What follows belongs to an exercise in optimizing a design on an open flow for small area, a short achievable clock period and few clock cycles per item; a production flow would make more cautious choices.
Function was checked by simulation only, so behaviour that the tests miss may differ from the original.
No activity file was given, so power comes from the tool's default toggle rates.

Design collision, start of the top module:
module collision(clk, rst, data_in_x, data_in_y, data_in_z, collision_detect, done_valid);
  input clk, rst;
  input signed [9:0] data_in_x, data_in_y, data_in_z;
  output reg collision_detect, done_valid;
  localparam [9:0] NEG = 10'h200;
  function lt10(input [9:0] a, input [9:0] b, input pr);
    reg [9:0] aa, bb;
    reg lt, eq, am, bm;
    integer t;
    begin
      aa = {~a[9], a[8:0]};
      bb = {~b[9], b[8:0]};
      lt = 1'b0; eq = 1'b1;
      for (t = 9; t >= 0; t = t - 1) begin
        lt = lt | (eq & ~aa[t] & bb[t]);
        eq = eq & ~(aa[t] ^ bb[t]);
      end
      am = pr & (a == 10'h200);
      bm = pr & (b == 10'h200);
      lt10 = ~am & (bm | lt);
    end
  endfunction
  function [11:0] add12(input [11:0] a, input [11:0] b);
    reg [11:0] gg, pp;
    integer t, d;
    begin
      gg = a & b; pp = a ^ b;
      for (d = 1; d < 12; d = d * 2)
        for (t = 11; t >= d; t = t - 1) begin
          gg[t] = gg[t] | (pp[t] & gg[t-d]);
  ...
For scale: about 4,600 cells after synthesis, about 34 I/O pins.
==> flow/config.mk <==
export PLATFORM = sky130hd
export DESIGN_NAME = collision
export DESIGN_NICKNAME = collision
export VERILOG_FILES = /design/flow/design.v
export SDC_FILE = /design/flow/constraint.sdc
export NUM_CORES = 4
export LEC_CHECK = 0
export CAP_MARGIN = 20
export CORE_MARGIN = 2
export CORE_UTILIZATION = 40
export CTS_CLUSTER_DIAMETER = 80
export CTS_CLUSTER_SIZE = 22
export SLEW_MARGIN = 20
==> flow/constraint.sdc <==
create_clock -name core_clock -period 10.0 [get_ports {clk}]
set_input_delay 2.0000 -clock core_clock [delete_from_list [all_inputs] [get_ports {clk}]]
set_output_delay 2.0000 -clock core_clock [all_outputs]
set_load 0.01 [all_outputs]
standard.sh (not shown) runs the stock make flow with config.mk's settings and CLKGATE_MAP_FILE= SYNTH_SCRIPT=/design/flow/synth_recipe.tcl, a recipe that flattens the netlist after the stock synthesis.
==> flow/flow/run.sh <==
#!/bin/bash
set -o pipefail
bash standard.sh SETUP_SLACK_MARGIN=5.8 finish > flow_make.log 2>&1
Testbench counts at the start, summed over its fixed seeds: cycles 4,254, items 192.
Rerun with:
==> flow/flow/run.sh (replaced) <==
#!/bin/bash
set -o pipefail
bash standard.sh SETUP_SLACK_MARGIN=6 finish > flow_make.log 2>&1
What happened: Register-to-register slack improved by 0.08 ns. Synthesized cell count is unchanged. Final area came out higher by 0.41%. Core utilization went up by 0.19 points. Via count is about the same. Die area stays the same. Non-clock buffer count is higher by 1.

========
collision again, from the RTL that the note above started with.
export LEC_CHECK = 0
export CAP_MARGIN = 20
export CORE_MARGIN = 2
export CORE_UTILIZATION = 50
export CTS_CLUSTER_DIAMETER = 80
export CTS_CLUSTER_SIZE = 22
export SLEW_MARGIN = 20
create_clock -name core_clock -period 10.0 [get_ports {clk}]
==> flow/flow/run.sh <==
#!/bin/bash
set -o pipefail
bash standard.sh SETUP_SLACK_MARGIN=6.2 finish > flow_make.log 2>&1
The baseline ran to the end with no violations.
Testbench counts at the start, summed over its fixed seeds: cycles 4,254, items 192.
==> next run, changes <==
==> flow/flow/run.sh (replaced) <==
#!/bin/bash
set -o pipefail
bash standard.sh SETUP_SLACK_MARGIN=6 finish > flow_make.log 2>&1
Settings changed: CORE_UTILIZATION 50 to 40, CTS_CLUSTER_DIAMETER 80 to 90, CTS_CLUSTER_SIZE 22 to 26.
- combinational power decreases by about 5%
- fmax increases by 1.8%
- global-route usage decreases by 6.5 points
- die area increases by 25%
- non-clock buffer count decreases by 19
- core utilization decreases by 12 points
- wire length decreases by 3.4%

========
## umber
Another version of the RTL of collision (not shown whole).
Size: roughly 4700 cells after synthesis, about 890 flip-flops, roughly 34 I/O pins, about 46000 um2 of cells after synthesis.
clock: 10.0 ns
lec_check: 0
cap_margin: 20
core_margin: 2
core_utilization: 40
setup_slack_margin: 5
slew_margin: 20
run.sh (not shown) runs the stock make flow with config.mk's settings and CLKGATE_MAP_FILE= SYNTH_SCRIPT=/design/flow/synth_recipe.tcl, a recipe that flattens the netlist after the stock synthesis.
Stock flow here: none of the scripts above is used.
umber: full flow OK, the timing, DRC and antenna checks passed
Testbench counts of umber, summed over its fixed seeds: cycles 4,254, items 192.
diff inputs: umber => fjord
==> flow/flow/run.sh (new file) <==
#!/bin/bash
set -o pipefail
bash standard.sh SETUP_SLACK_MARGIN=6 finish > flow_make.log 2>&1
==> flow/standard.sh (new file) <==
#!/bin/bash
# synth_recipe.tcl (not shown) runs the flow's synth.tcl, then flattens the netlist and writes it again
# the make line also repeats each setting of config.mk as NAME=value (left out here)
make -C /OpenROAD-flow-scripts/flow DESIGN_CONFIG=/design/flow/config.mk WORK_HOME=/design/flow/orfs CLKGATE_MAP_FILE= SYNTH_SCRIPT=/design/flow/synth_recipe.tcl "${@:-finish}"
--- a/flow/config.mk
+++ b/flow/config.mk
@@ -10,3 +10,2 @@
 export CORE_UTILIZATION = 40
-export SETUP_SLACK_MARGIN = 5
 export SLEW_MARGIN = 20
removed: flow/run.sh
Findings:
fjord vs umber: highest cell delay on the worst timing path up in fjord. The run showing the smaller share of the clock period used by the worst path is fjord. [compare] base=umber new=fjord: utilization saw an increase; minimum clock period lower; fraction of standard cell area in multi-input logic now smaller. Changes observed in fjord relative to umber: top achievable clock speed saw an increase, path length in cells of the critical path saw a decrease, non-clock buffer count saw an increase, wire length saw an increase.

separate check: timing with driven ports:
The results above use ideal ports. As a check the final layouts listed here were re-extracted and re-timed, cells and wires unchanged.
Step 1 assumes that a clkbuf_16 drives the clock port and a buf_2 every other input.
Step 2 moves the port delays by t, midway between the first and last clock arrival at a register: inputs arrive t later, outputs are due t later. That takes back most of the time a late clock gives input paths.
Slacks: ideal / step 1 / step 2; pairs: ideal / step 1.
run | shift t [ns] | slack for setup (ns) | hold slack, ns | latest minus earliest clock arrival (ns) | slew at the worst register clock pin (ns)
the first run of note 1 | 0.717 | 5.822 / 5.822 / 5.822 | 0.318 / 0.318 / 0.318 | 0.029 / 0.030 | 0.10 / 0.10
the second run of note 1 | 0.722 | 5.900 / 5.900 / 5.730 | 0.318 / 0.318 / 0.318 | 0.042 / 0.042 | 0.10 / 0.10
the first run of note 2 | 0.725 | 5.847 / 5.847 / 5.847 | 0.322 / 0.322 / 0.322 | 0.056 / 0.056 | 0.10 / 0.10
the second run of note 2 | 0.710 | 5.922 / 5.922 / 5.735 | 0.321 / 0.321 / 0.321 | 0.044 / 0.044 | 0.11 / 0.11
umber | 0.718 | 5.275 / 5.275 / 5.275 | 0.298 / 0.298 / 0.298 | 0.040 / 0.041 | 0.07 / 0.07
fjord | 0.734 | 5.969 / 5.969 / 5.969 | 0.313 / 0.313 / 0.313 | 0.030 / 0.030 | 0.07 / 0.07
After both steps setup and hold are still met in every run listed. For the second run of note 2, which loses most, drivers alone change the setup slack by 0.000 ns; drivers and shift together by -0.187 ns.
